This design comes from an exercise in tuning for small area on the open sky130 flow, not from production work.
The RTL was checked by simulation tests, not by an equivalence proof against the original design.
Power figures rest on the tool's default switching activity, not on a simulated workload.

Setup of run 1:
## axis_fir_15
module axis_fir_15 #
    (
        parameter integer C_S00_AXIS_TDATA_WIDTH    = 64,
        parameter integer C_M00_AXIS_TDATA_WIDTH    = 64
    )
    (
        input wire  s00_axis_aclk, s00_axis_aresetn,
        input wire  s00_axis_tlast, s00_axis_tvalid,
        input wire [C_S00_AXIS_TDATA_WIDTH-1 : 0] s00_axis_tdata,
        input wire [(C_S00_AXIS_TDATA_WIDTH/8)-1: 0] s00_axis_tstrb,
        output logic  s00_axis_tready,
        input wire  m00_axis_aclk, m00_axis_aresetn,
        input wire  m00_axis_tready,
        output logic  m00_axis_tvalid, m00_axis_tlast,
        output logic [C_M00_AXIS_TDATA_WIDTH-1 : 0] m00_axis_tdata,
        output logic [(C_M00_AXIS_TDATA_WIDTH/8)-1: 0] m00_axis_tstrb
    );
    localparam integer N = 102;      
    localparam integer AW = 41;    
    logic [31:0] xs [0:N-1];        
    logic [6:0]  cnt;               
    logic signed [AW-1:0] acc;      
    wire accept = s00_axis_tvalid & m00_axis_tready;
    assign s00_axis_tready = m00_axis_tready;
    assign m00_axis_tdata = {{(64-AW){acc[AW-1]}}, acc};
    always_ff @(posedge s00_axis_aclk) begin
        if (accept) begin
            xs[0] <= s00_axis_tdata[63:32];
            for (int i = 1; i < N; i++) xs[i] <= xs[i-1];
        end
    end
    wire m0 = (cnt > 7'd0);
    wire [31:0] n0 = ~({32{m0}} & xs[0]);   
    wire m1 = (cnt > 7'd1);
    wire [31:0] n1 = ~({32{m1}} & xs[1]);   
    wire m4 = (cnt > 7'd4);
    wire [31:0] n4 = ~({32{m4}} & xs[4]);   
    wire m10 = (cnt > 7'd10);
    wire [31:0] n10 = ~({32{m10}} & xs[10]);   
    wire m23 = (cnt > 7'd23);
    wire [31:0] n23 = ~({32{m23}} & xs[23]);   
    wire m27 = (cnt > 7'd27);
    wire [31:0] n27 = ~({32{m27}} & xs[27]);   
    wire m30 = (cnt > 7'd30);
    wire [31:0] n30 = ~({32{m30}} & xs[30]);   
    wire m33 = (cnt > 7'd33);
    wire [31:0] n33 = ~({32{m33}} & xs[33]);   
    wire m35 = (cnt > 7'd35);
    wire [31:0] n35 = ~({32{m35}} & xs[35]);   
    wire m37 = (cnt > 7'd37);
    wire [31:0] n37 = ~({32{m37}} & xs[37]);   
    wire m40 = (cnt > 7'd40);
    wire [31:0] n40 = ~({32{m40}} & xs[40]);   
    wire m42 = (cnt > 7'd42);
    wire [31:0] n42 = ~({32{m42}} & xs[42]);   
    wire m46 = (cnt > 7'd46);
  ...
Size: ~5900 cells after synthesis, ~3300 flip-flops, ~150 I/O pins, ~120000 µm² of cells after synthesis.
export LEC_CHECK = 0
export CAP_MARGIN = 20
export CORE_MARGIN = 2
export CORE_UTILIZATION = 60
export CTS_BUF_LIST = sky130_fd_sc_hd__clkbuf_8
export CTS_CLUSTER_DIAMETER = 60
export CTS_CLUSTER_SIZE = 16
export SLEW_MARGIN = 20
export SYNTH_HIERARCHICAL = 1
create_clock -name core_clock -period 12.0 [get_ports {s00_axis_aclk}]
standard.sh (not shown) runs the stock make flow with config.mk's settings and CLKGATE_MAP_FILE= SYNTH_SCRIPT=/design/flow/synth_recipe.tcl, a recipe that flattens the netlist after the stock synthesis.
==> flow/flow/run.sh <==
#!/bin/bash
set -euo pipefail
export BUFFER_PORTS_ARGS="-buffer_cell sky130_fd_sc_hd__buf_1"
export CTS_ARGS="-sink_clustering_enable -repair_clock_nets -buf_list sky130_fd_sc_hd__clkbuf_8 -sink_clustering_size 20 -sink_clustering_max_diameter 50 -dont_use_dummy_load"
bash standard.sh > standard.log 2>&1
Input changes introduced in run 2 (baseline for comparison: run 1):
- putting GPL_TIMING_DRIVEN at 0 where nothing was set
- swapping 60 for 70 in CORE_UTILIZATION
==> flow/run.sh (new file) <==
#!/bin/bash
# synth_recipe.tcl (not shown) runs the flow's synth.tcl, then flattens the netlist and writes it again
# the make line also repeats each setting of config.mk as NAME=value (left out here)
make -C /OpenROAD-flow-scripts/flow DESIGN_CONFIG=/design/flow/config.mk WORK_HOME=/design/flow/orfs CLKGATE_MAP_FILE= SYNTH_SCRIPT=/design/flow/synth_recipe.tcl finish
removed: flow/flow/run.sh
removed: flow/standard.sh
[summary]
Run 2 finished all stages; the layout is clean. Delta (run 2 minus run 1): horizontal die dimension saw a decrease, period utilization saw an increase, cell count saw a decrease, global-route wire length before repair saw little to no change. Number of buffers outside the clock class in the layout, run 1 and run 2, higher one = run 2.
## Diff of input files: run 3 against run 2
- CTS_BUF_LIST: sky130_fd_sc_hd__clkbuf_8 -> sky130_fd_sc_hd__clkbuf_16
- CORE_UTILIZATION: 70 -> 60
- GPL_TIMING_DRIVEN: 0 -> unset
- CTS_CLUSTER_DIAMETER: 60 -> 80
- CTS_CLUSTER_SIZE: 16 -> 24
Findings:
Diff run 2 -> run 3: power density over the cells now sits higher; number of stages on the worst setup path now sits lower; buffering overhead now sits lower; routed wire length now sits lower; antenna diode count now sits lower. On least setup slack across all paths after layout: run 3 sits above run 2. Between run 2 and run 3, the flow reports cell internal power dissipation increasing by a few percent.
The following lists how run 4 was set up differently from run 3:
- CTS_BUF_LIST changed from sky130_fd_sc_hd__clkbuf_16 to sky130_fd_sc_hd__clkbuf_8
- CTS_CLUSTER_DIAMETER changed from 80 to 60
- CTS_CLUSTER_SIZE changed from 24 to 16
[summary]
In run 4, the worst path required time came out 220 ps above the value in run 3.
On clock slew seen by the registers of the worst setup and hold paths, run 3 and run 4 are neck and neck.
Going from run 3 to run 4, area growth from synthesis to layout shows a reduction of 0.65 points; routed wire length higher; design area went down 0.60%.
Changes observed in run 4 relative to run 3: register-to-register slack essentially unchanged, worst path setup slack after routing +9.1 ps.

==> re-timing with driven ports <==
In the flow no input, the clock included, has a driving cell. The finished layouts below were timed again as built, in two steps. Step 1 assumes that a clkbuf_16 drives the clock port and a buf_2 every other input. Step 2, shift: input delay + t, output delay - t, t = (earliest + latest rising clock arrival at the registers) / 2. This alone moves slack from input paths to output paths. Slacks: ideal / step 1 / step 2; pairs: ideal / step 1.
| run | t, ns | slack for setup (ns) | latest minus earliest clock arrival (ns) |
|---|---|---|---|
| run 1 | 1.091 | 2.180 / 2.180 / 2.180 | 0.109 / 0.110 |
| run 2 | 1.123 | 1.192 / 1.192 / 1.192 | 0.055 / 0.055 |
| run 3 | 0.916 | 2.244 / 2.244 / 2.244 | 0.032 / 0.032 |
| run 4 | 1.099 | 2.253 / 2.253 / 2.253 | 0.051 / 0.051 |
After both steps setup and hold are still met in every run listed.
